Background: an optimization exercise with open tools, aiming at small area and a short achievable clock period. Do not read the settings as production practice.
The RTL was checked by simulation tests, not by an equivalence proof against the original design.
Power is estimated from default activity; no workload was simulated.

==> flow/design.v, too long to show whole: its modules and the start of the top module <==
// module FA: 10 lines
// module HA: 9 lines
// module MAC_R0: 100 lines
// module MAC_R1: 129 lines
// module MAC_R2: 129 lines
// module MAC_R3: 129 lines
// module MAC_R4: 129 lines
// module MAC_R5: 129 lines
// module MAC_R6: 129 lines
// module MAC_R7: 129 lines
// module ProcessingElementWS: 52 lines
// module SystolicArrayWS: 55 lines
module SystolicArrayWS #(
    parameter ARR_WIDTH  = 8,
    parameter ARR_HEIGHT = 8,
    parameter WORD_WIDTH = 8
) (
    input clk,
    input reset_n,
    input [1:0] control,
    input [WORD_WIDTH*ARR_WIDTH-1:0]  w_in_vec,
    input [WORD_WIDTH*ARR_HEIGHT-1:0] a_in_vec,
    output [WORD_WIDTH*4*ARR_WIDTH-1:0] ps_out_vec
);
  // ...
==> flow/run.sh <==
#!/bin/bash
# synth_recipe.tcl (not shown) runs the flow's synth.tcl, then flattens the netlist and writes it again
# the make line also repeats each setting of config.mk as NAME=value (left out here)
make -C /OpenROAD-flow-scripts/flow DESIGN_CONFIG=/design/flow/config.mk WORK_HOME=/design/flow/orfs CLKGATE_MAP_FILE= SYNTH_SCRIPT=/design/flow/synth_recipe.tcl finish
==> flow/config.mk <==
export PLATFORM = sky130hd
export DESIGN_NAME = SystolicArrayWS
export DESIGN_NICKNAME = SystolicArrayWS
export VERILOG_FILES = /design/flow/design.v
export SDC_FILE = /design/flow/constraint.sdc
export NUM_CORES = 8
export LEC_CHECK = 0
export CAP_MARGIN = 20
export CORE_MARGIN = 2
export CORE_UTILIZATION = 40
export SLEW_MARGIN = 20
==> flow/constraint.sdc <==
create_clock -name core_clock -period 11.0 [get_ports {clk}]
set_input_delay 2.2000 -clock core_clock [delete_from_list [all_inputs] [get_ports {clk}]]
set_output_delay 2.2000 -clock core_clock [all_outputs]
set_load 0.01 [all_outputs]
==> flow_summary.yaml, run 1 <==
floorplanning:
  core.rowCount: 278
  coreArea_um2: 573000
  die-area_um2: 581000
  n_tap_cell: 7560
  die_w_um: 763
timing:
  tns_ns: 0
  tightest_slew_ns: 1.13
  rsz0062_at_grt: "no"
  setup_viol: 0
  slew_headroom_pct: 24.7
  slew_violations: 0
global_routing:
  grt_use_met2_pct: 29.1
  grt_pass1_vias: 165593
  grt_antenna_before_repair: 14
  grt_max_degree: 192
power_and_ir_drop:
  p_int_mw: 14.0
  p_switching_mw: 4.75
  powerComb_uw: 759
  comb_power_share_pct: 4.1
  power.share.sequential_pct: 44.3
  peakVddDrop_mv: 0.106
clock_network:
  cts_root_buffer: "clkbuf_16"
  clockBufferDepth: 4
  cts_inserted_buffers: 285
  clk_latency_ns: 0.98
  postCtsSetupBuffers: 0
  clkSlewWorstSetupHoldPaths_ns: 0.06
critical_path:
  cpLargestDelayFamily: "buffers and inverters"
  r2r_slack_ns: 5.48
  crit_type: "in2out"
cells_and_area:
  largest_register_ffs: 1160
  seq_area_um2: 54700
  areaGrowthSynthToFinish_pct: 7.59
  nets: 28875
  seq_cells: 2184
  non_clock_buffer_count: 365
  instances_no_fill: 31989
detailed_routing:
  wl_per_cell_um: 16.9
  top_layer: "met5"
yosys:
  synth_top_family_by_area: "adder cells"
job:
  maxCapViolations: 0
run_status:
  status: "complete, no violations"
place:
  post-dp-hpwl_um: 420000
  port_buffers: 283
==> module MAC_R0, before the edit <==
module MAC_R0 (
    input  [7:0] w,
    input  [7:0] a,
    output [15:0] y
);
    wire [63:0] pp;
    genvar i, j;
    generate for (i = 0; i < 8; i = i + 1) begin : g_i
        for (j = 0; j < 8; j = j + 1) begin : g_j
            assign pp[i*8+j] = w[i] & a[j];
        end
    end endgenerate
    wire s1, c2;
    HA u_s1 (.a(pp[6]), .b(pp[13]), .s(s1), .co(c2));
    wire s3, c4;
    FA u_s3 (.a(pp[7]), .b(pp[14]), .ci(pp[21]), .s(s3), .co(c4));
    wire s5, c6;
    HA u_s5 (.a(pp[28]), .b(pp[35]), .s(s5), .co(c6));
    wire s7, c8;
    FA u_s7 (.a(pp[15]), .b(pp[22]), .ci(pp[29]), .s(s7), .co(c8));
    wire s9, c10;
    HA u_s9 (.a(pp[36]), .b(pp[43]), .s(s9), .co(c10));
    wire s11, c12;
    FA u_s11 (.a(pp[23]), .b(pp[30]), .ci(pp[37]), .s(s11), .co(c12));
    wire s13, c14;
    HA u_s13 (.a(pp[4]), .b(pp[11]), .s(s13), .co(c14));
    wire s15, c16;
    FA u_s15 (.a(pp[5]), .b(pp[12]), .ci(pp[19]), .s(s15), .co(c16));
    wire s17, c18;
    HA u_s17 (.a(pp[26]), .b(pp[33]), .s(s17), .co(c18));
    wire s19, c20;
    FA u_s19 (.a(s1), .b(pp[20]), .ci(pp[27]), .s(s19), .co(c20));
    wire s21, c22;
    FA u_s21 (.a(pp[34]), .b(pp[41]), .ci(pp[48]), .s(s21), .co(c22));
    wire s23, c24;
    FA u_s23 (.a(c2), .b(s3), .ci(s5), .s(s23), .co(c24));
    wire s25, c26;
    FA u_s25 (.a(pp[42]), .b(pp[49]), .ci(pp[56]), .s(s25), .co(c26));
    wire s27, c28;
    FA u_s27 (.a(c4), .b(c6), .ci(s7), .s(s27), .co(c28));
    wire s29, c30;
    FA u_s29 (.a(s9), .b(pp[50]), .ci(pp[57]), .s(s29), .co(c30));
    wire s31, c32;
    FA u_s31 (.a(c8), .b(c10), .ci(s11), .s(s31), .co(c32));
    wire s33, c34;
    FA u_s33 (.a(pp[44]), .b(pp[51]), .ci(pp[58]), .s(s33), .co(c34));
    wire s35, c36;
    FA u_s35 (.a(c12), .b(pp[31]), .ci(pp[38]), .s(s35), .co(c36));
    wire s37, c38;
    FA u_s37 (.a(pp[45]), .b(pp[52]), .ci(pp[59]), .s(s37), .co(c38));
    wire s39, c40;
    FA u_s39 (.a(pp[39]), .b(pp[46]), .ci(pp[53]), .s(s39), .co(c40));
    wire s41, c42;
    HA u_s41 (.a(pp[3]), .b(pp[10]), .s(s41), .co(c42));
    wire s43, c44;
    FA u_s43 (.a(s13), .b(pp[18]), .ci(pp[25]), .s(s43), .co(c44));
    wire s45, c46;
    FA u_s45 (.a(c14), .b(s15), .ci(s17), .s(s45), .co(c46));
    wire s47, c48;
    FA u_s47 (.a(c16), .b(c18), .ci(s19), .s(s47), .co(c48));
    wire s49, c50;
    FA u_s49 (.a(c20), .b(c22), .ci(s23), .s(s49), .co(c50));
    wire s51, c52;
    FA u_s51 (.a(c24), .b(c26), .ci(s27), .s(s51), .co(c52));
    wire s53, c54;
    FA u_s53 (.a(c28), .b(c30), .ci(s31), .s(s53), .co(c54));
    wire s55, c56;
    FA u_s55 (.a(c32), .b(c34), .ci(s35), .s(s55), .co(c56));
    wire s57, c58;
    FA u_s57 (.a(c36), .b(c38), .ci(s39), .s(s57), .co(c58));
    wire s59, c60;
    FA u_s59 (.a(c40), .b(pp[47]), .ci(pp[54]), .s(s59), .co(c60));
    wire s61, c62;
    HA u_s61 (.a(pp[2]), .b(pp[9]), .s(s61), .co(c62));
    wire s63, c64;
    FA u_s63 (.a(s41), .b(pp[17]), .ci(pp[24]), .s(s63), .co(c64));
    wire s65, c66;
    FA u_s65 (.a(c42), .b(s43), .ci(pp[32]), .s(s65), .co(c66));
    wire s67, c68;
    FA u_s67 (.a(c44), .b(s45), .ci(pp[40]), .s(s67), .co(c68));
    wire s69, c70;
    FA u_s69 (.a(c46), .b(s47), .ci(s21), .s(s69), .co(c70));
    wire s71, c72;
    FA u_s71 (.a(c48), .b(s49), .ci(s25), .s(s71), .co(c72));
    wire s73, c74;
    FA u_s73 (.a(c50), .b(s51), .ci(s29), .s(s73), .co(c74));
    wire s75, c76;
    FA u_s75 (.a(c52), .b(s53), .ci(s33), .s(s75), .co(c76));
    wire s77, c78;
    FA u_s77 (.a(c54), .b(s55), .ci(s37), .s(s77), .co(c78));
    wire s79, c80;
    FA u_s79 (.a(c56), .b(s57), .ci(pp[60]), .s(s79), .co(c80));
    wire s81, c82;
    FA u_s81 (.a(c58), .b(s59), .ci(pp[61]), .s(s81), .co(c82));
    wire s83, c84;
    FA u_s83 (.a(c60), .b(pp[55]), .ci(pp[62]), .s(s83), .co(c84));
    wire [15:0] x = {1'b0, c84, c82, c80, c78, c76, c74, c72, c70, c68, c66, c64, c62, s61, pp[1], pp[0]};
    wire [15:0] z = {1'b0, pp[63], s83, s81, s79, s77, s75, s73, s71, s69, s67, s65, s63, pp[16], pp[8], 1'b0};
    assign y = x + z;
endmodule
==> module MAC_R1, before the edit <==
module MAC_R1 (
    input  [7:0] w,
    input  [7:0] a,
    input  [15:0] p,
    output [16:0] y
);
    wire [63:0] pp;
    genvar i, j;
    generate for (i = 0; i < 8; i = i + 1) begin : g_i
        for (j = 0; j < 8; j = j + 1) begin : g_j
            assign pp[i*8+j] = w[i] & a[j];
        end
    end endgenerate
    wire s1, c2;
    HA u_s1 (.a(pp[5]), .b(pp[12]), .s(s1), .co(c2));
    wire s3, c4;
    FA u_s3 (.a(pp[6]), .b(pp[13]), .ci(pp[20]), .s(s3), .co(c4));
    wire s5, c6;
    HA u_s5 (.a(pp[27]), .b(pp[34]), .s(s5), .co(c6));
    wire s7, c8;
    FA u_s7 (.a(pp[7]), .b(pp[14]), .ci(pp[21]), .s(s7), .co(c8));
    wire s9, c10;
    FA u_s9 (.a(pp[28]), .b(pp[35]), .ci(pp[42]), .s(s9), .co(c10));
    wire s11, c12;
    HA u_s11 (.a(pp[49]), .b(pp[56]), .s(s11), .co(c12));
    wire s13, c14;
    FA u_s13 (.a(pp[15]), .b(pp[22]), .ci(pp[29]), .s(s13), .co(c14));
    wire s15, c16;
    FA u_s15 (.a(pp[36]), .b(pp[43]), .ci(pp[50]), .s(s15), .co(c16));
    wire s17, c18;
    HA u_s17 (.a(pp[57]), .b(p[8]), .s(s17), .co(c18));
    wire s19, c20;
    FA u_s19 (.a(pp[23]), .b(pp[30]), .ci(pp[37]), .s(s19), .co(c20));
    wire s21, c22;
    FA u_s21 (.a(pp[44]), .b(pp[51]), .ci(pp[58]), .s(s21), .co(c22));
    wire s23, c24;
    FA u_s23 (.a(pp[31]), .b(pp[38]), .ci(pp[45]), .s(s23), .co(c24));
    wire s25, c26;
    HA u_s25 (.a(pp[3]), .b(pp[10]), .s(s25), .co(c26));
    wire s27, c28;
    FA u_s27 (.a(pp[4]), .b(pp[11]), .ci(pp[18]), .s(s27), .co(c28));
    wire s29, c30;
    HA u_s29 (.a(pp[25]), .b(pp[32]), .s(s29), .co(c30));
    wire s31, c32;
    FA u_s31 (.a(s1), .b(pp[19]), .ci(pp[26]), .s(s31), .co(c32));
    wire s33, c34;
    FA u_s33 (.a(pp[33]), .b(pp[40]), .ci(p[5]), .s(s33), .co(c34));
    wire s35, c36;
    FA u_s35 (.a(c2), .b(s3), .ci(s5), .s(s35), .co(c36));
    wire s37, c38;
    FA u_s37 (.a(pp[41]), .b(pp[48]), .ci(p[6]), .s(s37), .co(c38));
    wire s39, c40;
    FA u_s39 (.a(c4), .b(c6), .ci(s7), .s(s39), .co(c40));
    wire s41, c42;
    FA u_s41 (.a(s9), .b(s11), .ci(p[7]), .s(s41), .co(c42));
    wire s43, c44;
    FA u_s43 (.a(c8), .b(c10), .ci(c12), .s(s43), .co(c44));
    wire s45, c46;
    FA u_s45 (.a(s13), .b(s15), .ci(s17), .s(s45), .co(c46));
    wire s47, c48;
    FA u_s47 (.a(c14), .b(c16), .ci(c18), .s(s47), .co(c48));
    wire s49, c50;
    FA u_s49 (.a(s19), .b(s21), .ci(p[9]), .s(s49), .co(c50));
    wire s51, c52;
    FA u_s51 (.a(c20), .b(c22), .ci(s23), .s(s51), .co(c52));
    wire s53, c54;
    FA u_s53 (.a(pp[52]), .b(pp[59]), .ci(p[10]), .s(s53), .co(c54));
    wire s55, c56;
    FA u_s55 (.a(c24), .b(pp[39]), .ci(pp[46]), .s(s55), .co(c56));
    wire s57, c58;
    FA u_s57 (.a(pp[53]), .b(pp[60]), .ci(p[11]), .s(s57), .co(c58));
    wire s59, c60;
    FA u_s59 (.a(pp[47]), .b(pp[54]), .ci(pp[61]), .s(s59), .co(c60));
    wire s61, c62;
    HA u_s61 (.a(pp[2]), .b(pp[9]), .s(s61), .co(c62));
    wire s63, c64;
    FA u_s63 (.a(s25), .b(pp[17]), .ci(pp[24]), .s(s63), .co(c64));
    wire s65, c66;
    FA u_s65 (.a(c26), .b(s27), .ci(s29), .s(s65), .co(c66));
    wire s67, c68;
    FA u_s67 (.a(c28), .b(c30), .ci(s31), .s(s67), .co(c68));
    wire s69, c70;
    FA u_s69 (.a(c32), .b(c34), .ci(s35), .s(s69), .co(c70));
    wire s71, c72;
    FA u_s71 (.a(c36), .b(c38), .ci(s39), .s(s71), .co(c72));
    wire s73, c74;
    FA u_s73 (.a(c40), .b(c42), .ci(s43), .s(s73), .co(c74));
    wire s75, c76;
    FA u_s75 (.a(c44), .b(c46), .ci(s47), .s(s75), .co(c76));
    wire s77, c78;
    FA u_s77 (.a(c48), .b(c50), .ci(s51), .s(s77), .co(c78));
    wire s79, c80;
    FA u_s79 (.a(c52), .b(c54), .ci(s55), .s(s79), .co(c80));
    wire s81, c82;
    FA u_s81 (.a(c56), .b(c58), .ci(s59), .s(s81), .co(c82));
    wire s83, c84;
    FA u_s83 (.a(c60), .b(pp[55]), .ci(pp[62]), .s(s83), .co(c84));
    wire s85, c86;
    HA u_s85 (.a(pp[1]), .b(pp[8]), .s(s85), .co(c86));
    wire s87, c88;
    FA u_s87 (.a(s61), .b(pp[16]), .ci(p[2]), .s(s87), .co(c88));
    wire s89, c90;
    FA u_s89 (.a(c62), .b(s63), .ci(p[3]), .s(s89), .co(c90));
    wire s91, c92;
    FA u_s91 (.a(c64), .b(s65), .ci(p[4]), .s(s91), .co(c92));
    wire s93, c94;
    FA u_s93 (.a(c66), .b(s67), .ci(s33), .s(s93), .co(c94));
    wire s95, c96;
    FA u_s95 (.a(c68), .b(s69), .ci(s37), .s(s95), .co(c96));
    wire s97, c98;
    FA u_s97 (.a(c70), .b(s71), .ci(s41), .s(s97), .co(c98));
    wire s99, c100;
    FA u_s99 (.a(c72), .b(s73), .ci(s45), .s(s99), .co(c100));
    wire s101, c102;
    FA u_s101 (.a(c74), .b(s75), .ci(s49), .s(s101), .co(c102));
    wire s103, c104;
    FA u_s103 (.a(c76), .b(s77), .ci(s53), .s(s103), .co(c104));
    wire s105, c106;
    FA u_s105 (.a(c78), .b(s79), .ci(s57), .s(s105), .co(c106));
    wire s107, c108;
    FA u_s107 (.a(c80), .b(s81), .ci(p[12]), .s(s107), .co(c108));
    wire s109, c110;
    FA u_s109 (.a(c82), .b(s83), .ci(p[13]), .s(s109), .co(c110));
    wire s111, c112;
    FA u_s111 (.a(c84), .b(pp[63]), .ci(p[14]), .s(s111), .co(c112));
    wire [16:0] x = {1'b0, c112, c110, c108, c106, c104, c102, c100, c98, c96, c94, c92, c90, c88, c86, s85, pp[0]};
    wire [16:0] z = {1'b0, p[15], s111, s109, s107, s105, s103, s101, s99, s97, s95, s93, s91, s89, s87, p[1], p[0]};
    assign y = x + z;
endmodule
==> module MAC_R2, before the edit <==
module MAC_R2 (
    input  [7:0] w,
    input  [7:0] a,
    input  [16:0] p,
    output [17:0] y
);
    wire [63:0] pp;
    genvar i, j;
    generate for (i = 0; i < 8; i = i + 1) begin : g_i
        for (j = 0; j < 8; j = j + 1) begin : g_j
            assign pp[i*8+j] = w[i] & a[j];
        end
    end endgenerate
    wire s1, c2;
    HA u_s1 (.a(pp[5]), .b(pp[12]), .s(s1), .co(c2));
    wire s3, c4;
    FA u_s3 (.a(pp[6]), .b(pp[13]), .ci(pp[20]), .s(s3), .co(c4));
    wire s5, c6;
    HA u_s5 (.a(pp[27]), .b(pp[34]), .s(s5), .co(c6));
    wire s7, c8;
    FA u_s7 (.a(pp[7]), .b(pp[14]), .ci(pp[21]), .s(s7), .co(c8));
    wire s9, c10;
    FA u_s9 (.a(pp[28]), .b(pp[35]), .ci(pp[42]), .s(s9), .co(c10));
    wire s11, c12;
    HA u_s11 (.a(pp[49]), .b(pp[56]), .s(s11), .co(c12));
    wire s13, c14;
    FA u_s13 (.a(pp[15]), .b(pp[22]), .ci(pp[29]), .s(s13), .co(c14));
    wire s15, c16;
    FA u_s15 (.a(pp[36]), .b(pp[43]), .ci(pp[50]), .s(s15), .co(c16));
    wire s17, c18;
    HA u_s17 (.a(pp[57]), .b(p[8]), .s(s17), .co(c18));
    wire s19, c20;
    FA u_s19 (.a(pp[23]), .b(pp[30]), .ci(pp[37]), .s(s19), .co(c20));
    wire s21, c22;
    FA u_s21 (.a(pp[44]), .b(pp[51]), .ci(pp[58]), .s(s21), .co(c22));
    wire s23, c24;
    FA u_s23 (.a(pp[31]), .b(pp[38]), .ci(pp[45]), .s(s23), .co(c24));
    wire s25, c26;
    HA u_s25 (.a(pp[3]), .b(pp[10]), .s(s25), .co(c26));
    wire s27, c28;
    FA u_s27 (.a(pp[4]), .b(pp[11]), .ci(pp[18]), .s(s27), .co(c28));
    wire s29, c30;
    HA u_s29 (.a(pp[25]), .b(pp[32]), .s(s29), .co(c30));
    wire s31, c32;
    FA u_s31 (.a(s1), .b(pp[19]), .ci(pp[26]), .s(s31), .co(c32));
    wire s33, c34;
    FA u_s33 (.a(pp[33]), .b(pp[40]), .ci(p[5]), .s(s33), .co(c34));
    wire s35, c36;
    FA u_s35 (.a(c2), .b(s3), .ci(s5), .s(s35), .co(c36));
    wire s37, c38;
    FA u_s37 (.a(pp[41]), .b(pp[48]), .ci(p[6]), .s(s37), .co(c38));
    wire s39, c40;
    FA u_s39 (.a(c4), .b(c6), .ci(s7), .s(s39), .co(c40));
    wire s41, c42;
    FA u_s41 (.a(s9), .b(s11), .ci(p[7]), .s(s41), .co(c42));
    wire s43, c44;
    FA u_s43 (.a(c8), .b(c10), .ci(c12), .s(s43), .co(c44));
    wire s45, c46;
    FA u_s45 (.a(s13), .b(s15), .ci(s17), .s(s45), .co(c46));
    wire s47, c48;
    FA u_s47 (.a(c14), .b(c16), .ci(c18), .s(s47), .co(c48));
    wire s49, c50;
    FA u_s49 (.a(s19), .b(s21), .ci(p[9]), .s(s49), .co(c50));
    wire s51, c52;
    FA u_s51 (.a(c20), .b(c22), .ci(s23), .s(s51), .co(c52));
    wire s53, c54;
    FA u_s53 (.a(pp[52]), .b(pp[59]), .ci(p[10]), .s(s53), .co(c54));
    wire s55, c56;
    FA u_s55 (.a(c24), .b(pp[39]), .ci(pp[46]), .s(s55), .co(c56));
    wire s57, c58;
    FA u_s57 (.a(pp[53]), .b(pp[60]), .ci(p[11]), .s(s57), .co(c58));
    wire s59, c60;
    FA u_s59 (.a(pp[47]), .b(pp[54]), .ci(pp[61]), .s(s59), .co(c60));
    wire s61, c62;
    HA u_s61 (.a(pp[2]), .b(pp[9]), .s(s61), .co(c62));
    wire s63, c64;
    FA u_s63 (.a(s25), .b(pp[17]), .ci(pp[24]), .s(s63), .co(c64));
    wire s65, c66;
    FA u_s65 (.a(c26), .b(s27), .ci(s29), .s(s65), .co(c66));
    wire s67, c68;
    FA u_s67 (.a(c28), .b(c30), .ci(s31), .s(s67), .co(c68));
    wire s69, c70;
    FA u_s69 (.a(c32), .b(c34), .ci(s35), .s(s69), .co(c70));
    wire s71, c72;
    FA u_s71 (.a(c36), .b(c38), .ci(s39), .s(s71), .co(c72));
    wire s73, c74;
    FA u_s73 (.a(c40), .b(c42), .ci(s43), .s(s73), .co(c74));
    wire s75, c76;
    FA u_s75 (.a(c44), .b(c46), .ci(s47), .s(s75), .co(c76));
    wire s77, c78;
    FA u_s77 (.a(c48), .b(c50), .ci(s51), .s(s77), .co(c78));
    wire s79, c80;
    FA u_s79 (.a(c52), .b(c54), .ci(s55), .s(s79), .co(c80));
    wire s81, c82;
    FA u_s81 (.a(c56), .b(c58), .ci(s59), .s(s81), .co(c82));
    wire s83, c84;
    FA u_s83 (.a(c60), .b(pp[55]), .ci(pp[62]), .s(s83), .co(c84));
    wire s85, c86;
    HA u_s85 (.a(pp[1]), .b(pp[8]), .s(s85), .co(c86));
    wire s87, c88;
    FA u_s87 (.a(s61), .b(pp[16]), .ci(p[2]), .s(s87), .co(c88));
    wire s89, c90;
    FA u_s89 (.a(c62), .b(s63), .ci(p[3]), .s(s89), .co(c90));
    wire s91, c92;
    FA u_s91 (.a(c64), .b(s65), .ci(p[4]), .s(s91), .co(c92));
    wire s93, c94;
    FA u_s93 (.a(c66), .b(s67), .ci(s33), .s(s93), .co(c94));
    wire s95, c96;
    FA u_s95 (.a(c68), .b(s69), .ci(s37), .s(s95), .co(c96));
    wire s97, c98;
    FA u_s97 (.a(c70), .b(s71), .ci(s41), .s(s97), .co(c98));
    wire s99, c100;
    FA u_s99 (.a(c72), .b(s73), .ci(s45), .s(s99), .co(c100));
    wire s101, c102;
    FA u_s101 (.a(c74), .b(s75), .ci(s49), .s(s101), .co(c102));
    wire s103, c104;
    FA u_s103 (.a(c76), .b(s77), .ci(s53), .s(s103), .co(c104));
    wire s105, c106;
    FA u_s105 (.a(c78), .b(s79), .ci(s57), .s(s105), .co(c106));
    wire s107, c108;
    FA u_s107 (.a(c80), .b(s81), .ci(p[12]), .s(s107), .co(c108));
    wire s109, c110;
    FA u_s109 (.a(c82), .b(s83), .ci(p[13]), .s(s109), .co(c110));
    wire s111, c112;
    FA u_s111 (.a(c84), .b(pp[63]), .ci(p[14]), .s(s111), .co(c112));
    wire [17:0] x = {1'b0, p[16], c112, c110, c108, c106, c104, c102, c100, c98, c96, c94, c92, c90, c88, c86, s85, pp[0]};
    wire [17:0] z = {1'b0, 1'b0, p[15], s111, s109, s107, s105, s103, s101, s99, s97, s95, s93, s91, s89, s87, p[1], p[0]};
    assign y = x + z;
endmodule
==> module MAC_R3, before the edit <==
module MAC_R3 (
    input  [7:0] w,
    input  [7:0] a,
    input  [17:0] p,
    output [17:0] y
);
    wire [63:0] pp;
    genvar i, j;
    generate for (i = 0; i < 8; i = i + 1) begin : g_i
        for (j = 0; j < 8; j = j + 1) begin : g_j
            assign pp[i*8+j] = w[i] & a[j];
        end
    end endgenerate
    wire s1, c2;
    HA u_s1 (.a(pp[5]), .b(pp[12]), .s(s1), .co(c2));
    wire s3, c4;
    FA u_s3 (.a(pp[6]), .b(pp[13]), .ci(pp[20]), .s(s3), .co(c4));
    wire s5, c6;
    HA u_s5 (.a(pp[27]), .b(pp[34]), .s(s5), .co(c6));
    wire s7, c8;
    FA u_s7 (.a(pp[7]), .b(pp[14]), .ci(pp[21]), .s(s7), .co(c8));
    wire s9, c10;
    FA u_s9 (.a(pp[28]), .b(pp[35]), .ci(pp[42]), .s(s9), .co(c10));
    wire s11, c12;
    HA u_s11 (.a(pp[49]), .b(pp[56]), .s(s11), .co(c12));
    wire s13, c14;
    FA u_s13 (.a(pp[15]), .b(pp[22]), .ci(pp[29]), .s(s13), .co(c14));
    wire s15, c16;
    FA u_s15 (.a(pp[36]), .b(pp[43]), .ci(pp[50]), .s(s15), .co(c16));
    wire s17, c18;
    HA u_s17 (.a(pp[57]), .b(p[8]), .s(s17), .co(c18));
    wire s19, c20;
    FA u_s19 (.a(pp[23]), .b(pp[30]), .ci(pp[37]), .s(s19), .co(c20));
    wire s21, c22;
    FA u_s21 (.a(pp[44]), .b(pp[51]), .ci(pp[58]), .s(s21), .co(c22));
    wire s23, c24;
    FA u_s23 (.a(pp[31]), .b(pp[38]), .ci(pp[45]), .s(s23), .co(c24));
    wire s25, c26;
    HA u_s25 (.a(pp[3]), .b(pp[10]), .s(s25), .co(c26));
    wire s27, c28;
    FA u_s27 (.a(pp[4]), .b(pp[11]), .ci(pp[18]), .s(s27), .co(c28));
    wire s29, c30;
    HA u_s29 (.a(pp[25]), .b(pp[32]), .s(s29), .co(c30));
    wire s31, c32;
    FA u_s31 (.a(s1), .b(pp[19]), .ci(pp[26]), .s(s31), .co(c32));
    wire s33, c34;
    FA u_s33 (.a(pp[33]), .b(pp[40]), .ci(p[5]), .s(s33), .co(c34));
    wire s35, c36;
    FA u_s35 (.a(c2), .b(s3), .ci(s5), .s(s35), .co(c36));
    wire s37, c38;
    FA u_s37 (.a(pp[41]), .b(pp[48]), .ci(p[6]), .s(s37), .co(c38));
    wire s39, c40;
    FA u_s39 (.a(c4), .b(c6), .ci(s7), .s(s39), .co(c40));
    wire s41, c42;
    FA u_s41 (.a(s9), .b(s11), .ci(p[7]), .s(s41), .co(c42));
    wire s43, c44;
    FA u_s43 (.a(c8), .b(c10), .ci(c12), .s(s43), .co(c44));
    wire s45, c46;
    FA u_s45 (.a(s13), .b(s15), .ci(s17), .s(s45), .co(c46));
    wire s47, c48;
    FA u_s47 (.a(c14), .b(c16), .ci(c18), .s(s47), .co(c48));
    wire s49, c50;
    FA u_s49 (.a(s19), .b(s21), .ci(p[9]), .s(s49), .co(c50));
    wire s51, c52;
    FA u_s51 (.a(c20), .b(c22), .ci(s23), .s(s51), .co(c52));
    wire s53, c54;
    FA u_s53 (.a(pp[52]), .b(pp[59]), .ci(p[10]), .s(s53), .co(c54));
    wire s55, c56;
    FA u_s55 (.a(c24), .b(pp[39]), .ci(pp[46]), .s(s55), .co(c56));
    wire s57, c58;
    FA u_s57 (.a(pp[53]), .b(pp[60]), .ci(p[11]), .s(s57), .co(c58));
    wire s59, c60;
    FA u_s59 (.a(pp[47]), .b(pp[54]), .ci(pp[61]), .s(s59), .co(c60));
    wire s61, c62;
    HA u_s61 (.a(pp[2]), .b(pp[9]), .s(s61), .co(c62));
    wire s63, c64;
    FA u_s63 (.a(s25), .b(pp[17]), .ci(pp[24]), .s(s63), .co(c64));
    wire s65, c66;
    FA u_s65 (.a(c26), .b(s27), .ci(s29), .s(s65), .co(c66));
    wire s67, c68;
    FA u_s67 (.a(c28), .b(c30), .ci(s31), .s(s67), .co(c68));
    wire s69, c70;
    FA u_s69 (.a(c32), .b(c34), .ci(s35), .s(s69), .co(c70));
    wire s71, c72;
    FA u_s71 (.a(c36), .b(c38), .ci(s39), .s(s71), .co(c72));
    wire s73, c74;
    FA u_s73 (.a(c40), .b(c42), .ci(s43), .s(s73), .co(c74));
    wire s75, c76;
    FA u_s75 (.a(c44), .b(c46), .ci(s47), .s(s75), .co(c76));
    wire s77, c78;
    FA u_s77 (.a(c48), .b(c50), .ci(s51), .s(s77), .co(c78));
    wire s79, c80;
    FA u_s79 (.a(c52), .b(c54), .ci(s55), .s(s79), .co(c80));
    wire s81, c82;
    FA u_s81 (.a(c56), .b(c58), .ci(s59), .s(s81), .co(c82));
    wire s83, c84;
    FA u_s83 (.a(c60), .b(pp[55]), .ci(pp[62]), .s(s83), .co(c84));
    wire s85, c86;
    HA u_s85 (.a(pp[1]), .b(pp[8]), .s(s85), .co(c86));
    wire s87, c88;
    FA u_s87 (.a(s61), .b(pp[16]), .ci(p[2]), .s(s87), .co(c88));
    wire s89, c90;
    FA u_s89 (.a(c62), .b(s63), .ci(p[3]), .s(s89), .co(c90));
    wire s91, c92;
    FA u_s91 (.a(c64), .b(s65), .ci(p[4]), .s(s91), .co(c92));
    wire s93, c94;
    FA u_s93 (.a(c66), .b(s67), .ci(s33), .s(s93), .co(c94));
    wire s95, c96;
    FA u_s95 (.a(c68), .b(s69), .ci(s37), .s(s95), .co(c96));
    wire s97, c98;
    FA u_s97 (.a(c70), .b(s71), .ci(s41), .s(s97), .co(c98));
    wire s99, c100;
    FA u_s99 (.a(c72), .b(s73), .ci(s45), .s(s99), .co(c100));
    wire s101, c102;
    FA u_s101 (.a(c74), .b(s75), .ci(s49), .s(s101), .co(c102));
    wire s103, c104;
    FA u_s103 (.a(c76), .b(s77), .ci(s53), .s(s103), .co(c104));
    wire s105, c106;
    FA u_s105 (.a(c78), .b(s79), .ci(s57), .s(s105), .co(c106));
    wire s107, c108;
    FA u_s107 (.a(c80), .b(s81), .ci(p[12]), .s(s107), .co(c108));
    wire s109, c110;
    FA u_s109 (.a(c82), .b(s83), .ci(p[13]), .s(s109), .co(c110));
    wire s111, c112;
    FA u_s111 (.a(c84), .b(pp[63]), .ci(p[14]), .s(s111), .co(c112));
    wire [17:0] x = {p[17], p[16], c112, c110, c108, c106, c104, c102, c100, c98, c96, c94, c92, c90, c88, c86, s85, pp[0]};
    wire [17:0] z = {1'b0, 1'b0, p[15], s111, s109, s107, s105, s103, s101, s99, s97, s95, s93, s91, s89, s87, p[1], p[0]};
    assign y = x + z;
endmodule
==> module MAC_R4, before the edit <==
module MAC_R4 (
    input  [7:0] w,
    input  [7:0] a,
    input  [17:0] p,
    output [18:0] y
);
    wire [63:0] pp;
    genvar i, j;
    generate for (i = 0; i < 8; i = i + 1) begin : g_i
        for (j = 0; j < 8; j = j + 1) begin : g_j
            assign pp[i*8+j] = w[i] & a[j];
        end
    end endgenerate
    wire s1, c2;
    HA u_s1 (.a(pp[5]), .b(pp[12]), .s(s1), .co(c2));
    wire s3, c4;
    FA u_s3 (.a(pp[6]), .b(pp[13]), .ci(pp[20]), .s(s3), .co(c4));
    wire s5, c6;
    HA u_s5 (.a(pp[27]), .b(pp[34]), .s(s5), .co(c6));
    wire s7, c8;
    FA u_s7 (.a(pp[7]), .b(pp[14]), .ci(pp[21]), .s(s7), .co(c8));
    wire s9, c10;
    FA u_s9 (.a(pp[28]), .b(pp[35]), .ci(pp[42]), .s(s9), .co(c10));
    wire s11, c12;
    HA u_s11 (.a(pp[49]), .b(pp[56]), .s(s11), .co(c12));
    wire s13, c14;
    FA u_s13 (.a(pp[15]), .b(pp[22]), .ci(pp[29]), .s(s13), .co(c14));
    wire s15, c16;
    FA u_s15 (.a(pp[36]), .b(pp[43]), .ci(pp[50]), .s(s15), .co(c16));
    wire s17, c18;
    HA u_s17 (.a(pp[57]), .b(p[8]), .s(s17), .co(c18));
    wire s19, c20;
    FA u_s19 (.a(pp[23]), .b(pp[30]), .ci(pp[37]), .s(s19), .co(c20));
    wire s21, c22;
    FA u_s21 (.a(pp[44]), .b(pp[51]), .ci(pp[58]), .s(s21), .co(c22));
    wire s23, c24;
    FA u_s23 (.a(pp[31]), .b(pp[38]), .ci(pp[45]), .s(s23), .co(c24));
    wire s25, c26;
    HA u_s25 (.a(pp[3]), .b(pp[10]), .s(s25), .co(c26));
    wire s27, c28;
    FA u_s27 (.a(pp[4]), .b(pp[11]), .ci(pp[18]), .s(s27), .co(c28));
    wire s29, c30;
    HA u_s29 (.a(pp[25]), .b(pp[32]), .s(s29), .co(c30));
    wire s31, c32;
    FA u_s31 (.a(s1), .b(pp[19]), .ci(pp[26]), .s(s31), .co(c32));
    wire s33, c34;
    FA u_s33 (.a(pp[33]), .b(pp[40]), .ci(p[5]), .s(s33), .co(c34));
    wire s35, c36;
    FA u_s35 (.a(c2), .b(s3), .ci(s5), .s(s35), .co(c36));
    wire s37, c38;
    FA u_s37 (.a(pp[41]), .b(pp[48]), .ci(p[6]), .s(s37), .co(c38));
    wire s39, c40;
    FA u_s39 (.a(c4), .b(c6), .ci(s7), .s(s39), .co(c40));
    wire s41, c42;
    FA u_s41 (.a(s9), .b(s11), .ci(p[7]), .s(s41), .co(c42));
    wire s43, c44;
    FA u_s43 (.a(c8), .b(c10), .ci(c12), .s(s43), .co(c44));
    wire s45, c46;
    FA u_s45 (.a(s13), .b(s15), .ci(s17), .s(s45), .co(c46));
    wire s47, c48;
    FA u_s47 (.a(c14), .b(c16), .ci(c18), .s(s47), .co(c48));
    wire s49, c50;
    FA u_s49 (.a(s19), .b(s21), .ci(p[9]), .s(s49), .co(c50));
    wire s51, c52;
    FA u_s51 (.a(c20), .b(c22), .ci(s23), .s(s51), .co(c52));
    wire s53, c54;
    FA u_s53 (.a(pp[52]), .b(pp[59]), .ci(p[10]), .s(s53), .co(c54));
    wire s55, c56;
    FA u_s55 (.a(c24), .b(pp[39]), .ci(pp[46]), .s(s55), .co(c56));
    wire s57, c58;
    FA u_s57 (.a(pp[53]), .b(pp[60]), .ci(p[11]), .s(s57), .co(c58));
    wire s59, c60;
    FA u_s59 (.a(pp[47]), .b(pp[54]), .ci(pp[61]), .s(s59), .co(c60));
    wire s61, c62;
    HA u_s61 (.a(pp[2]), .b(pp[9]), .s(s61), .co(c62));
    wire s63, c64;
    FA u_s63 (.a(s25), .b(pp[17]), .ci(pp[24]), .s(s63), .co(c64));
    wire s65, c66;
    FA u_s65 (.a(c26), .b(s27), .ci(s29), .s(s65), .co(c66));
    wire s67, c68;
    FA u_s67 (.a(c28), .b(c30), .ci(s31), .s(s67), .co(c68));
    wire s69, c70;
    FA u_s69 (.a(c32), .b(c34), .ci(s35), .s(s69), .co(c70));
    wire s71, c72;
    FA u_s71 (.a(c36), .b(c38), .ci(s39), .s(s71), .co(c72));
    wire s73, c74;
    FA u_s73 (.a(c40), .b(c42), .ci(s43), .s(s73), .co(c74));
    wire s75, c76;
    FA u_s75 (.a(c44), .b(c46), .ci(s47), .s(s75), .co(c76));
    wire s77, c78;
    FA u_s77 (.a(c48), .b(c50), .ci(s51), .s(s77), .co(c78));
    wire s79, c80;
    FA u_s79 (.a(c52), .b(c54), .ci(s55), .s(s79), .co(c80));
    wire s81, c82;
    FA u_s81 (.a(c56), .b(c58), .ci(s59), .s(s81), .co(c82));
    wire s83, c84;
    FA u_s83 (.a(c60), .b(pp[55]), .ci(pp[62]), .s(s83), .co(c84));
    wire s85, c86;
    HA u_s85 (.a(pp[1]), .b(pp[8]), .s(s85), .co(c86));
    wire s87, c88;
    FA u_s87 (.a(s61), .b(pp[16]), .ci(p[2]), .s(s87), .co(c88));
    wire s89, c90;
    FA u_s89 (.a(c62), .b(s63), .ci(p[3]), .s(s89), .co(c90));
    wire s91, c92;
    FA u_s91 (.a(c64), .b(s65), .ci(p[4]), .s(s91), .co(c92));
    wire s93, c94;
    FA u_s93 (.a(c66), .b(s67), .ci(s33), .s(s93), .co(c94));
    wire s95, c96;
    FA u_s95 (.a(c68), .b(s69), .ci(s37), .s(s95), .co(c96));
    wire s97, c98;
    FA u_s97 (.a(c70), .b(s71), .ci(s41), .s(s97), .co(c98));
    wire s99, c100;
    FA u_s99 (.a(c72), .b(s73), .ci(s45), .s(s99), .co(c100));
    wire s101, c102;
    FA u_s101 (.a(c74), .b(s75), .ci(s49), .s(s101), .co(c102));
    wire s103, c104;
    FA u_s103 (.a(c76), .b(s77), .ci(s53), .s(s103), .co(c104));
    wire s105, c106;
    FA u_s105 (.a(c78), .b(s79), .ci(s57), .s(s105), .co(c106));
    wire s107, c108;
    FA u_s107 (.a(c80), .b(s81), .ci(p[12]), .s(s107), .co(c108));
    wire s109, c110;
    FA u_s109 (.a(c82), .b(s83), .ci(p[13]), .s(s109), .co(c110));
    wire s111, c112;
    FA u_s111 (.a(c84), .b(pp[63]), .ci(p[14]), .s(s111), .co(c112));
    wire [18:0] x = {1'b0, p[17], p[16], c112, c110, c108, c106, c104, c102, c100, c98, c96, c94, c92, c90, c88, c86, s85, pp[0]};
    wire [18:0] z = {1'b0, 1'b0, 1'b0, p[15], s111, s109, s107, s105, s103, s101, s99, s97, s95, s93, s91, s89, s87, p[1], p[0]};
    assign y = x + z;
endmodule
==> module MAC_R5, before the edit <==
module MAC_R5 (
    input  [7:0] w,
    input  [7:0] a,
    input  [18:0] p,
    output [18:0] y
);
    wire [63:0] pp;
    genvar i, j;
    generate for (i = 0; i < 8; i = i + 1) begin : g_i
        for (j = 0; j < 8; j = j + 1) begin : g_j
            assign pp[i*8+j] = w[i] & a[j];
        end
    end endgenerate
    wire s1, c2;
    HA u_s1 (.a(pp[5]), .b(pp[12]), .s(s1), .co(c2));
    wire s3, c4;
    FA u_s3 (.a(pp[6]), .b(pp[13]), .ci(pp[20]), .s(s3), .co(c4));
    wire s5, c6;
    HA u_s5 (.a(pp[27]), .b(pp[34]), .s(s5), .co(c6));
    wire s7, c8;
    FA u_s7 (.a(pp[7]), .b(pp[14]), .ci(pp[21]), .s(s7), .co(c8));
    wire s9, c10;
    FA u_s9 (.a(pp[28]), .b(pp[35]), .ci(pp[42]), .s(s9), .co(c10));
    wire s11, c12;
    HA u_s11 (.a(pp[49]), .b(pp[56]), .s(s11), .co(c12));
    wire s13, c14;
    FA u_s13 (.a(pp[15]), .b(pp[22]), .ci(pp[29]), .s(s13), .co(c14));
    wire s15, c16;
    FA u_s15 (.a(pp[36]), .b(pp[43]), .ci(pp[50]), .s(s15), .co(c16));
    wire s17, c18;
    HA u_s17 (.a(pp[57]), .b(p[8]), .s(s17), .co(c18));
    wire s19, c20;
    FA u_s19 (.a(pp[23]), .b(pp[30]), .ci(pp[37]), .s(s19), .co(c20));
    wire s21, c22;
    FA u_s21 (.a(pp[44]), .b(pp[51]), .ci(pp[58]), .s(s21), .co(c22));
    wire s23, c24;
    FA u_s23 (.a(pp[31]), .b(pp[38]), .ci(pp[45]), .s(s23), .co(c24));
    wire s25, c26;
    HA u_s25 (.a(pp[3]), .b(pp[10]), .s(s25), .co(c26));
    wire s27, c28;
    FA u_s27 (.a(pp[4]), .b(pp[11]), .ci(pp[18]), .s(s27), .co(c28));
    wire s29, c30;
    HA u_s29 (.a(pp[25]), .b(pp[32]), .s(s29), .co(c30));
    wire s31, c32;
    FA u_s31 (.a(s1), .b(pp[19]), .ci(pp[26]), .s(s31), .co(c32));
    wire s33, c34;
    FA u_s33 (.a(pp[33]), .b(pp[40]), .ci(p[5]), .s(s33), .co(c34));
    wire s35, c36;
    FA u_s35 (.a(c2), .b(s3), .ci(s5), .s(s35), .co(c36));
    wire s37, c38;
    FA u_s37 (.a(pp[41]), .b(pp[48]), .ci(p[6]), .s(s37), .co(c38));
    wire s39, c40;
    FA u_s39 (.a(c4), .b(c6), .ci(s7), .s(s39), .co(c40));
    wire s41, c42;
    FA u_s41 (.a(s9), .b(s11), .ci(p[7]), .s(s41), .co(c42));
    wire s43, c44;
    FA u_s43 (.a(c8), .b(c10), .ci(c12), .s(s43), .co(c44));
    wire s45, c46;
    FA u_s45 (.a(s13), .b(s15), .ci(s17), .s(s45), .co(c46));
    wire s47, c48;
    FA u_s47 (.a(c14), .b(c16), .ci(c18), .s(s47), .co(c48));
    wire s49, c50;
    FA u_s49 (.a(s19), .b(s21), .ci(p[9]), .s(s49), .co(c50));
    wire s51, c52;
    FA u_s51 (.a(c20), .b(c22), .ci(s23), .s(s51), .co(c52));
    wire s53, c54;
    FA u_s53 (.a(pp[52]), .b(pp[59]), .ci(p[10]), .s(s53), .co(c54));
    wire s55, c56;
    FA u_s55 (.a(c24), .b(pp[39]), .ci(pp[46]), .s(s55), .co(c56));
    wire s57, c58;
    FA u_s57 (.a(pp[53]), .b(pp[60]), .ci(p[11]), .s(s57), .co(c58));
    wire s59, c60;
    FA u_s59 (.a(pp[47]), .b(pp[54]), .ci(pp[61]), .s(s59), .co(c60));
    wire s61, c62;
    HA u_s61 (.a(pp[2]), .b(pp[9]), .s(s61), .co(c62));
    wire s63, c64;
    FA u_s63 (.a(s25), .b(pp[17]), .ci(pp[24]), .s(s63), .co(c64));
    wire s65, c66;
    FA u_s65 (.a(c26), .b(s27), .ci(s29), .s(s65), .co(c66));
    wire s67, c68;
    FA u_s67 (.a(c28), .b(c30), .ci(s31), .s(s67), .co(c68));
    wire s69, c70;
    FA u_s69 (.a(c32), .b(c34), .ci(s35), .s(s69), .co(c70));
    wire s71, c72;
    FA u_s71 (.a(c36), .b(c38), .ci(s39), .s(s71), .co(c72));
    wire s73, c74;
    FA u_s73 (.a(c40), .b(c42), .ci(s43), .s(s73), .co(c74));
    wire s75, c76;
    FA u_s75 (.a(c44), .b(c46), .ci(s47), .s(s75), .co(c76));
    wire s77, c78;
    FA u_s77 (.a(c48), .b(c50), .ci(s51), .s(s77), .co(c78));
    wire s79, c80;
    FA u_s79 (.a(c52), .b(c54), .ci(s55), .s(s79), .co(c80));
    wire s81, c82;
    FA u_s81 (.a(c56), .b(c58), .ci(s59), .s(s81), .co(c82));
    wire s83, c84;
    FA u_s83 (.a(c60), .b(pp[55]), .ci(pp[62]), .s(s83), .co(c84));
    wire s85, c86;
    HA u_s85 (.a(pp[1]), .b(pp[8]), .s(s85), .co(c86));
    wire s87, c88;
    FA u_s87 (.a(s61), .b(pp[16]), .ci(p[2]), .s(s87), .co(c88));
    wire s89, c90;
    FA u_s89 (.a(c62), .b(s63), .ci(p[3]), .s(s89), .co(c90));
    wire s91, c92;
    FA u_s91 (.a(c64), .b(s65), .ci(p[4]), .s(s91), .co(c92));
    wire s93, c94;
    FA u_s93 (.a(c66), .b(s67), .ci(s33), .s(s93), .co(c94));
    wire s95, c96;
    FA u_s95 (.a(c68), .b(s69), .ci(s37), .s(s95), .co(c96));
    wire s97, c98;
    FA u_s97 (.a(c70), .b(s71), .ci(s41), .s(s97), .co(c98));
    wire s99, c100;
    FA u_s99 (.a(c72), .b(s73), .ci(s45), .s(s99), .co(c100));
    wire s101, c102;
    FA u_s101 (.a(c74), .b(s75), .ci(s49), .s(s101), .co(c102));
    wire s103, c104;
    FA u_s103 (.a(c76), .b(s77), .ci(s53), .s(s103), .co(c104));
    wire s105, c106;
    FA u_s105 (.a(c78), .b(s79), .ci(s57), .s(s105), .co(c106));
    wire s107, c108;
    FA u_s107 (.a(c80), .b(s81), .ci(p[12]), .s(s107), .co(c108));
    wire s109, c110;
    FA u_s109 (.a(c82), .b(s83), .ci(p[13]), .s(s109), .co(c110));
    wire s111, c112;
    FA u_s111 (.a(c84), .b(pp[63]), .ci(p[14]), .s(s111), .co(c112));
    wire [18:0] x = {p[18], p[17], p[16], c112, c110, c108, c106, c104, c102, c100, c98, c96, c94, c92, c90, c88, c86, s85, pp[0]};
    wire [18:0] z = {1'b0, 1'b0, 1'b0, p[15], s111, s109, s107, s105, s103, s101, s99, s97, s95, s93, s91, s89, s87, p[1], p[0]};
    assign y = x + z;
endmodule
==> module MAC_R6, before the edit <==
module MAC_R6 (
    input  [7:0] w,
    input  [7:0] a,
    input  [18:0] p,
    output [18:0] y
);
    wire [63:0] pp;
    genvar i, j;
    generate for (i = 0; i < 8; i = i + 1) begin : g_i
        for (j = 0; j < 8; j = j + 1) begin : g_j
            assign pp[i*8+j] = w[i] & a[j];
        end
    end endgenerate
    wire s1, c2;
    HA u_s1 (.a(pp[5]), .b(pp[12]), .s(s1), .co(c2));
    wire s3, c4;
    FA u_s3 (.a(pp[6]), .b(pp[13]), .ci(pp[20]), .s(s3), .co(c4));
    wire s5, c6;
    HA u_s5 (.a(pp[27]), .b(pp[34]), .s(s5), .co(c6));
    wire s7, c8;
    FA u_s7 (.a(pp[7]), .b(pp[14]), .ci(pp[21]), .s(s7), .co(c8));
    wire s9, c10;
    FA u_s9 (.a(pp[28]), .b(pp[35]), .ci(pp[42]), .s(s9), .co(c10));
    wire s11, c12;
    HA u_s11 (.a(pp[49]), .b(pp[56]), .s(s11), .co(c12));
    wire s13, c14;
    FA u_s13 (.a(pp[15]), .b(pp[22]), .ci(pp[29]), .s(s13), .co(c14));
    wire s15, c16;
    FA u_s15 (.a(pp[36]), .b(pp[43]), .ci(pp[50]), .s(s15), .co(c16));
    wire s17, c18;
    HA u_s17 (.a(pp[57]), .b(p[8]), .s(s17), .co(c18));
    wire s19, c20;
    FA u_s19 (.a(pp[23]), .b(pp[30]), .ci(pp[37]), .s(s19), .co(c20));
    wire s21, c22;
    FA u_s21 (.a(pp[44]), .b(pp[51]), .ci(pp[58]), .s(s21), .co(c22));
    wire s23, c24;
    FA u_s23 (.a(pp[31]), .b(pp[38]), .ci(pp[45]), .s(s23), .co(c24));
    wire s25, c26;
    HA u_s25 (.a(pp[3]), .b(pp[10]), .s(s25), .co(c26));
    wire s27, c28;
    FA u_s27 (.a(pp[4]), .b(pp[11]), .ci(pp[18]), .s(s27), .co(c28));
    wire s29, c30;
    HA u_s29 (.a(pp[25]), .b(pp[32]), .s(s29), .co(c30));
    wire s31, c32;
    FA u_s31 (.a(s1), .b(pp[19]), .ci(pp[26]), .s(s31), .co(c32));
    wire s33, c34;
    FA u_s33 (.a(pp[33]), .b(pp[40]), .ci(p[5]), .s(s33), .co(c34));
    wire s35, c36;
    FA u_s35 (.a(c2), .b(s3), .ci(s5), .s(s35), .co(c36));
    wire s37, c38;
    FA u_s37 (.a(pp[41]), .b(pp[48]), .ci(p[6]), .s(s37), .co(c38));
    wire s39, c40;
    FA u_s39 (.a(c4), .b(c6), .ci(s7), .s(s39), .co(c40));
    wire s41, c42;
    FA u_s41 (.a(s9), .b(s11), .ci(p[7]), .s(s41), .co(c42));
    wire s43, c44;
    FA u_s43 (.a(c8), .b(c10), .ci(c12), .s(s43), .co(c44));
    wire s45, c46;
    FA u_s45 (.a(s13), .b(s15), .ci(s17), .s(s45), .co(c46));
    wire s47, c48;
    FA u_s47 (.a(c14), .b(c16), .ci(c18), .s(s47), .co(c48));
    wire s49, c50;
    FA u_s49 (.a(s19), .b(s21), .ci(p[9]), .s(s49), .co(c50));
    wire s51, c52;
    FA u_s51 (.a(c20), .b(c22), .ci(s23), .s(s51), .co(c52));
    wire s53, c54;
    FA u_s53 (.a(pp[52]), .b(pp[59]), .ci(p[10]), .s(s53), .co(c54));
    wire s55, c56;
    FA u_s55 (.a(c24), .b(pp[39]), .ci(pp[46]), .s(s55), .co(c56));
    wire s57, c58;
    FA u_s57 (.a(pp[53]), .b(pp[60]), .ci(p[11]), .s(s57), .co(c58));
    wire s59, c60;
    FA u_s59 (.a(pp[47]), .b(pp[54]), .ci(pp[61]), .s(s59), .co(c60));
    wire s61, c62;
    HA u_s61 (.a(pp[2]), .b(pp[9]), .s(s61), .co(c62));
    wire s63, c64;
    FA u_s63 (.a(s25), .b(pp[17]), .ci(pp[24]), .s(s63), .co(c64));
    wire s65, c66;
    FA u_s65 (.a(c26), .b(s27), .ci(s29), .s(s65), .co(c66));
    wire s67, c68;
    FA u_s67 (.a(c28), .b(c30), .ci(s31), .s(s67), .co(c68));
    wire s69, c70;
    FA u_s69 (.a(c32), .b(c34), .ci(s35), .s(s69), .co(c70));
    wire s71, c72;
    FA u_s71 (.a(c36), .b(c38), .ci(s39), .s(s71), .co(c72));
    wire s73, c74;
    FA u_s73 (.a(c40), .b(c42), .ci(s43), .s(s73), .co(c74));
    wire s75, c76;
    FA u_s75 (.a(c44), .b(c46), .ci(s47), .s(s75), .co(c76));
    wire s77, c78;
    FA u_s77 (.a(c48), .b(c50), .ci(s51), .s(s77), .co(c78));
    wire s79, c80;
    FA u_s79 (.a(c52), .b(c54), .ci(s55), .s(s79), .co(c80));
    wire s81, c82;
    FA u_s81 (.a(c56), .b(c58), .ci(s59), .s(s81), .co(c82));
    wire s83, c84;
    FA u_s83 (.a(c60), .b(pp[55]), .ci(pp[62]), .s(s83), .co(c84));
    wire s85, c86;
    HA u_s85 (.a(pp[1]), .b(pp[8]), .s(s85), .co(c86));
    wire s87, c88;
    FA u_s87 (.a(s61), .b(pp[16]), .ci(p[2]), .s(s87), .co(c88));
    wire s89, c90;
    FA u_s89 (.a(c62), .b(s63), .ci(p[3]), .s(s89), .co(c90));
    wire s91, c92;
    FA u_s91 (.a(c64), .b(s65), .ci(p[4]), .s(s91), .co(c92));
    wire s93, c94;
    FA u_s93 (.a(c66), .b(s67), .ci(s33), .s(s93), .co(c94));
    wire s95, c96;
    FA u_s95 (.a(c68), .b(s69), .ci(s37), .s(s95), .co(c96));
    wire s97, c98;
    FA u_s97 (.a(c70), .b(s71), .ci(s41), .s(s97), .co(c98));
    wire s99, c100;
    FA u_s99 (.a(c72), .b(s73), .ci(s45), .s(s99), .co(c100));
    wire s101, c102;
    FA u_s101 (.a(c74), .b(s75), .ci(s49), .s(s101), .co(c102));
    wire s103, c104;
    FA u_s103 (.a(c76), .b(s77), .ci(s53), .s(s103), .co(c104));
    wire s105, c106;
    FA u_s105 (.a(c78), .b(s79), .ci(s57), .s(s105), .co(c106));
    wire s107, c108;
    FA u_s107 (.a(c80), .b(s81), .ci(p[12]), .s(s107), .co(c108));
    wire s109, c110;
    FA u_s109 (.a(c82), .b(s83), .ci(p[13]), .s(s109), .co(c110));
    wire s111, c112;
    FA u_s111 (.a(c84), .b(pp[63]), .ci(p[14]), .s(s111), .co(c112));
    wire [18:0] x = {p[18], p[17], p[16], c112, c110, c108, c106, c104, c102, c100, c98, c96, c94, c92, c90, c88, c86, s85, pp[0]};
    wire [18:0] z = {1'b0, 1'b0, 1'b0, p[15], s111, s109, s107, s105, s103, s101, s99, s97, s95, s93, s91, s89, s87, p[1], p[0]};
    assign y = x + z;
endmodule
==> run 2, diff against run 1 <==
--- a/flow/design.v
+++ b/flow/design.v
@@ -110,17 +110,22 @@
     wire s79, c80;
     FA u_s79 (.a(c56), .b(s57), .ci(pp[60]), .s(s79), .co(c80));
     wire s81, c82;
     FA u_s81 (.a(c58), .b(s59), .ci(pp[61]), .s(s81), .co(c82));
     wire s83, c84;
     FA u_s83 (.a(c60), .b(pp[55]), .ci(pp[62]), .s(s83), .co(c84));
     wire [15:0] x = {1'b0, c84, c82, c80, c78, c76, c74, c72, c70, c68, c66, c64, c62, s61, pp[1], pp[0]};
     wire [15:0] z = {1'b0, pp[63], s83, s81, s79, s77, s75, s73, s71, s69, s67, s65, s63, pp[16], pp[8], 1'b0};
-    assign y = x + z;
+    wire [16:0] cc;
+    assign cc[0] = 1'b0;
+    genvar k;
+    generate for (k = 0; k < 16; k = k + 1) begin : g_rc
+        FA u_fa (.a(x[k]), .b(z[k]), .ci(cc[k]), .s(y[k]), .co(cc[k+1]));
+    end endgenerate
 endmodule
 module MAC_R1 (
     input  [7:0] w,
     input  [7:0] a,
     input  [15:0] p,
     output [16:0] y
 );
     wire [63:0] pp;
@@ -239,17 +244,22 @@
     wire s107, c108;
     FA u_s107 (.a(c80), .b(s81), .ci(p[12]), .s(s107), .co(c108));
     wire s109, c110;
     FA u_s109 (.a(c82), .b(s83), .ci(p[13]), .s(s109), .co(c110));
     wire s111, c112;
     FA u_s111 (.a(c84), .b(pp[63]), .ci(p[14]), .s(s111), .co(c112));
     wire [16:0] x = {1'b0, c112, c110, c108, c106, c104, c102, c100, c98, c96, c94, c92, c90, c88, c86, s85, pp[0]};
     wire [16:0] z = {1'b0, p[15], s111, s109, s107, s105, s103, s101, s99, s97, s95, s93, s91, s89, s87, p[1], p[0]};
-    assign y = x + z;
+    wire [17:0] cc;
+    assign cc[0] = 1'b0;
+    genvar k;
+    generate for (k = 0; k < 17; k = k + 1) begin : g_rc
+        FA u_fa (.a(x[k]), .b(z[k]), .ci(cc[k]), .s(y[k]), .co(cc[k+1]));
+    end endgenerate
 endmodule
 module MAC_R2 (
     input  [7:0] w,
     input  [7:0] a,
     input  [16:0] p,
     output [17:0] y
 );
     wire [63:0] pp;
@@ -368,17 +378,22 @@
     wire s107, c108;
     FA u_s107 (.a(c80), .b(s81), .ci(p[12]), .s(s107), .co(c108));
     wire s109, c110;
     FA u_s109 (.a(c82), .b(s83), .ci(p[13]), .s(s109), .co(c110));
     wire s111, c112;
     FA u_s111 (.a(c84), .b(pp[63]), .ci(p[14]), .s(s111), .co(c112));
     wire [17:0] x = {1'b0, p[16], c112, c110, c108, c106, c104, c102, c100, c98, c96, c94, c92, c90, c88, c86, s85, pp[0]};
     wire [17:0] z = {1'b0, 1'b0, p[15], s111, s109, s107, s105, s103, s101, s99, s97, s95, s93, s91, s89, s87, p[1], p[0]};
-    assign y = x + z;
+    wire [18:0] cc;
+    assign cc[0] = 1'b0;
+    genvar k;
+    generate for (k = 0; k < 18; k = k + 1) begin : g_rc
+        FA u_fa (.a(x[k]), .b(z[k]), .ci(cc[k]), .s(y[k]), .co(cc[k+1]));
+    end endgenerate
 endmodule
 module MAC_R3 (
     input  [7:0] w,
     input  [7:0] a,
     input  [17:0] p,
     output [17:0] y
 );
     wire [63:0] pp;
@@ -497,17 +512,22 @@
     wire s107, c108;
     FA u_s107 (.a(c80), .b(s81), .ci(p[12]), .s(s107), .co(c108));
     wire s109, c110;
     FA u_s109 (.a(c82), .b(s83), .ci(p[13]), .s(s109), .co(c110));
     wire s111, c112;
     FA u_s111 (.a(c84), .b(pp[63]), .ci(p[14]), .s(s111), .co(c112));
     wire [17:0] x = {p[17], p[16], c112, c110, c108, c106, c104, c102, c100, c98, c96, c94, c92, c90, c88, c86, s85, pp[0]};
     wire [17:0] z = {1'b0, 1'b0, p[15], s111, s109, s107, s105, s103, s101, s99, s97, s95, s93, s91, s89, s87, p[1], p[0]};
-    assign y = x + z;
+    wire [18:0] cc;
+    assign cc[0] = 1'b0;
+    genvar k;
+    generate for (k = 0; k < 18; k = k + 1) begin : g_rc
+        FA u_fa (.a(x[k]), .b(z[k]), .ci(cc[k]), .s(y[k]), .co(cc[k+1]));
+    end endgenerate
 endmodule
 module MAC_R4 (
     input  [7:0] w,
     input  [7:0] a,
     input  [17:0] p,
     output [18:0] y
 );
     wire [63:0] pp;
@@ -626,17 +646,22 @@
     wire s107, c108;
     FA u_s107 (.a(c80), .b(s81), .ci(p[12]), .s(s107), .co(c108));
     wire s109, c110;
     FA u_s109 (.a(c82), .b(s83), .ci(p[13]), .s(s109), .co(c110));
     wire s111, c112;
     FA u_s111 (.a(c84), .b(pp[63]), .ci(p[14]), .s(s111), .co(c112));
     wire [18:0] x = {1'b0, p[17], p[16], c112, c110, c108, c106, c104, c102, c100, c98, c96, c94, c92, c90, c88, c86, s85, pp[0]};
     wire [18:0] z = {1'b0, 1'b0, 1'b0, p[15], s111, s109, s107, s105, s103, s101, s99, s97, s95, s93, s91, s89, s87, p[1], p[0]};
-    assign y = x + z;
+    wire [19:0] cc;
+    assign cc[0] = 1'b0;
+    genvar k;
+    generate for (k = 0; k < 19; k = k + 1) begin : g_rc
+        FA u_fa (.a(x[k]), .b(z[k]), .ci(cc[k]), .s(y[k]), .co(cc[k+1]));
+    end endgenerate
 endmodule
 module MAC_R5 (
     input  [7:0] w,
     input  [7:0] a,
     input  [18:0] p,
     output [18:0] y
 );
     wire [63:0] pp;
@@ -755,17 +780,22 @@
     wire s107, c108;
     FA u_s107 (.a(c80), .b(s81), .ci(p[12]), .s(s107), .co(c108));
     wire s109, c110;
     FA u_s109 (.a(c82), .b(s83), .ci(p[13]), .s(s109), .co(c110));
     wire s111, c112;
     FA u_s111 (.a(c84), .b(pp[63]), .ci(p[14]), .s(s111), .co(c112));
     wire [18:0] x = {p[18], p[17], p[16], c112, c110, c108, c106, c104, c102, c100, c98, c96, c94, c92, c90, c88, c86, s85, pp[0]};
     wire [18:0] z = {1'b0, 1'b0, 1'b0, p[15], s111, s109, s107, s105, s103, s101, s99, s97, s95, s93, s91, s89, s87, p[1], p[0]};
-    assign y = x + z;
+    wire [19:0] cc;
+    assign cc[0] = 1'b0;
+    genvar k;
+    generate for (k = 0; k < 19; k = k + 1) begin : g_rc
+        FA u_fa (.a(x[k]), .b(z[k]), .ci(cc[k]), .s(y[k]), .co(cc[k+1]));
+    end endgenerate
 endmodule
 module MAC_R6 (
     input  [7:0] w,
     input  [7:0] a,
     input  [18:0] p,
     output [18:0] y
 );
     wire [63:0] pp;
@@ -884,17 +914,22 @@
     wire s107, c108;
     FA u_s107 (.a(c80), .b(s81), .ci(p[12]), .s(s107), .co(c108));
     wire s109, c110;
     FA u_s109 (.a(c82), .b(s83), .ci(p[13]), .s(s109), .co(c110));
     wire s111, c112;
     FA u_s111 (.a(c84), .b(pp[63]), .ci(p[14]), .s(s111), .co(c112));
     wire [18:0] x = {p[18], p[17], p[16], c112, c110, c108, c106, c104, c102, c100, c98, c96, c94, c92, c90, c88, c86, s85, pp[0]};
     wire [18:0] z = {1'b0, 1'b0, 1'b0, p[15], s111, s109, s107, s105, s103, s101, s99, s97, s95, s93, s91, s89, s87, p[1], p[0]};
-    assign y = x + z;
+    wire [19:0] cc;
+    assign cc[0] = 1'b0;
+    genvar k;
+    generate for (k = 0; k < 19; k = k + 1) begin : g_rc
+        FA u_fa (.a(x[k]), .b(z[k]), .ci(cc[k]), .s(y[k]), .co(cc[k+1]));
+    end endgenerate
 endmodule
 module MAC_R7 (
     input  [7:0] w,
     input  [7:0] a,
     input  [18:0] p,
     output [18:0] y
 );
     wire [63:0] pp;
@@ -1013,17 +1048,22 @@
     wire s107, c108;
     FA u_s107 (.a(c80), .b(s81), .ci(p[12]), .s(s107), .co(c108));
     wire s109, c110;
     FA u_s109 (.a(c82), .b(s83), .ci(p[13]), .s(s109), .co(c110));
     wire s111, c112;
     FA u_s111 (.a(c84), .b(pp[63]), .ci(p[14]), .s(s111), .co(c112));
     wire [18:0] x = {p[18], p[17], p[16], c112, c110, c108, c106, c104, c102, c100, c98, c96, c94, c92, c90, c88, c86, s85, pp[0]};
     wire [18:0] z = {1'b0, 1'b0, 1'b0, p[15], s111, s109, s107, s105, s103, s101, s99, s97, s95, s93, s91, s89, s87, p[1], p[0]};
-    assign y = x + z;
+    wire [19:0] cc;
+    assign cc[0] = 1'b0;
+    genvar k;
+    generate for (k = 0; k < 19; k = k + 1) begin : g_rc
+        FA u_fa (.a(x[k]), .b(z[k]), .ci(cc[k]), .s(y[k]), .co(cc[k+1]));
+    end endgenerate
 endmodule
 module ProcessingElementWS #(
     parameter ROW      = 0,
     parameter PS_IN_W  = 1,     
     parameter PS_OUT_W = 16
 ) (
     input clk,
     input reset_n,
==> flow_summary.yaml, run 2 <==
critical_path:
  crit_type: "reg2reg"
  worst_r2r_endpoint: "g_row[7].g_col[2].pe_unit.ps_reg[18]"
  arrival_ns: 9.49
  critPathCaptureType: "register"
  r2r_slack_ns: 2.33
  r2r-start: "g_row[7].g_col[2].pe_unit.a_reg[2]"
power_and_ir_drop:
  peakVddDrop_mv: 0.112
  total_power_mw: 19.0
  leakagePower_nw: 104
yosys:
  yosysSeqAreaShare_pct: 26.3
  ys_types: 20
  synth_seq_cells: 2184
  syn_area_per_cell_um2: 11.1
  synth_edf_count: 0
  netlist_area_um2: 208000
  synth_most_common_cell: "inv_1"
  synthFlopType: "dfrtp_1"
  async_flop_share_pct: 100
  synth_xor_area_share_pct: 0.135
  ys_warn_count: 9
  synthTopCellsByCount: "4345 x inv_1, 3912 x fa_1, 3200 x and2_1, 2184 x dfrtp_1, 1960 x a22o_1"
  synth_top_family_by_area: "adder cells"
  synthTopCellsByArea: "fa_1 38%, dfrtp_1 26%, and2_1 9.6%, a22o_1 8.3%, inv_1 7.9%"
  synth_largest_area_cell: "fa_1"
  syn_inst: 18749
clock_network:
  clockBufferDepth: 4
  clkSlewWorstSetupHoldPaths_ns: 0.07
  clk_latency_ns: 0.96
  cts_inserted_buffers: 282
  tritoncts: "built"
  cts_root_buffer: "clkbuf_16"
  ctsResizeCount: 0
  postCtsSetupBuffers: 0
detailed_routing:
  detail-route-antenna-nets: 0
  via_count: 123558
  drc: 0
  wl_per_cell_um: 18.6
timing:
  rsz0062_at_grt: "no"
  setup_slack_ns: 2.33
  tightest_slew_ns: 1.16
  finalCritPeriodShare_pct: 78.8
  slew_violations: 0
  tns_ns: 0
  slew_headroom_pct: 22.4
  setup_viol: 0
place:
  post-dp-hpwl_um: 366000
  port_buffers: 283
global_routing:
  grtUsageTotal_pct: 18.7
  grt_max_degree: 196
  grt_antenna_before_repair: 16
  grt_pass1_vias: 133535
  grt_first_pass_wirelength_um: 783000
cells_and_area:
  n_fill_cell: 48482
  nets: 22993
  instances_no_fill: 25444
  largest_register_ffs: 1160
  areaGrowthSynthToFinish_pct: 8.08
  seq_area_um2: 54700
  multi_input_area_um2: 131000
worst_hold_path:
  min_path_type: "reg2reg"
  holdPathEnd: "g_row[7].g_col[5].pe_unit.ps_reg[1]"
  holdCritStartpoint: "g_row[7].g_col[5].pe_unit.ps_reg[1]"
  hold_depth: 1
floorplanning:
  die_w_um: 724
  io_pins: 388
  die-area_um2: 525000
  die_height_um: 724
  core.rowCount: 264
  coreArea_um2: 517000
run_status:
  status: "complete, no violations"
job:
  maxCapViolations: 0
run 2: changes by cell type after synthesis, moves of 311 or more:
cell      previous run  this run
a22o_1            1155      1960
nand2_1           2508       888
xor2_1             462        32
clkbuf_1          1345       639
nor2_1             471         0
xnor2_1            409         0
ha_1              1536       648
o21ai_0           1134         0
fa_1              3008      3912
buf_2                0       311
a21oi_1            601         0
inv_1             4762      4345
run 2: cells by family after synthesis:
| family | after synthesis |
|---|---|
| compound gates | 2184 |
| xor+xnor | 32 |
| fa+ha+maj | 4560 |
| buf+inv | 5545 |
| flops | 2184 |
| mux | 64 |
| other cells | 1 |
| simple gates | 4179 |
run 2: layout make-up:
| class | instances | share of cell area [%] |
|---|---|---|
| inverter | 4345 | 7.27 |
| clock buffer | 368 | 3.57 |
| multi-input combinational | 11123 | 58.4 |
| tap | 6916 | 3.86 |
| sequential | 2184 | 24.4 |
| clock inverter | 139 | 0.865 |
| timing repair buffer | 365 | 1.71 |
| antenna | 4 | 0.00446 |
run 2: worst max-delay path, cell delays in order, from the launching register on:
cell	delay (ns)
dfrtp_1	0.50
and2_1	0.23
ha_1	0.29
inv_1	0.08
fa_1	0.44
fa_1	0.54
fa_1	0.17
inv_1	0.06
fa_1	0.44
fa_1	0.48
fa_1	0.46
fa_1	0.46
fa_1	0.46
fa_1	0.47
fa_1	0.48
fa_1	0.47
fa_1	0.46
fa_1	0.46
fa_1	0.46
fa_1	0.40
ha_1	0.19
ha_1	0.18
xor2_1	0.15
a22o_1	0.19
run 2: worst max-delay path by stage:
stage                                                      end                          startpoint
after floorplan           g_row[7].g_col[7].pe_unit.ps_reg[18]  g_row[7].g_col[7].pe_unit.w_reg[1]
after global placement    g_row[7].g_col[7].pe_unit.ps_reg[18]  g_row[7].g_col[7].pe_unit.w_reg[1]
after detailed placement  g_row[7].g_col[2].pe_unit.ps_reg[18]  g_row[7].g_col[2].pe_unit.a_reg[2]
after CTS                 g_row[7].g_col[1].pe_unit.ps_reg[18]  g_row[7].g_col[1].pe_unit.a_reg[3]
after global routing      g_row[5].g_col[0].pe_unit.ps_reg[18]  g_row[5].g_col[0].pe_unit.w_reg[2]
final                     g_row[7].g_col[2].pe_unit.ps_reg[18]  g_row[7].g_col[2].pe_unit.a_reg[2]
run 2: power by group:
group	internal [mW]	switching, mW
sequential	8.10	0.195
combinational	0.176	0.567
clock	6.06	3.92
run 2: per-layer routing:
metal	global-route usage, %	wire [um]	vias to the layer above
li1	-	-	55722
met5	0	47	-
met1	29.0	235000	65439
met2	28.1	208000	1914
met3	2.31	19800	475
met4	3.81	10100	8
run 2: stage by stage:
step	instance area (um^2)	utilization [%]
floorplan	208000	-
global placement	214000	41.5
detailed placement	214000	41.5
CTS	224000	43.4
global route	224000	43.4
finish	224000	43.4

[separate check: timing with driven ports]
No port has a modelled driver above. Below, the same layouts with a new extraction and two added sets of constraints. Step 1: set_driving_cell puts a clkbuf_16 on clk and a buf_2 on each other input, an assumption about the parent block. Step 2, shift: input delay + t, output delay - t, t = (earliest + latest rising clock arrival at the registers) / 2. This alone moves slack from input paths to output paths. Slacks: ideal ports / drivers / drivers and shift; pairs: ideal ports / drivers.
run	t, ns	slack for setup (ns)
run 1	1.088	3.498 / 3.472 / 3.472
run 2	1.050	2.334 / 2.334 / 2.334
After both steps setup and hold are still met in every run listed.
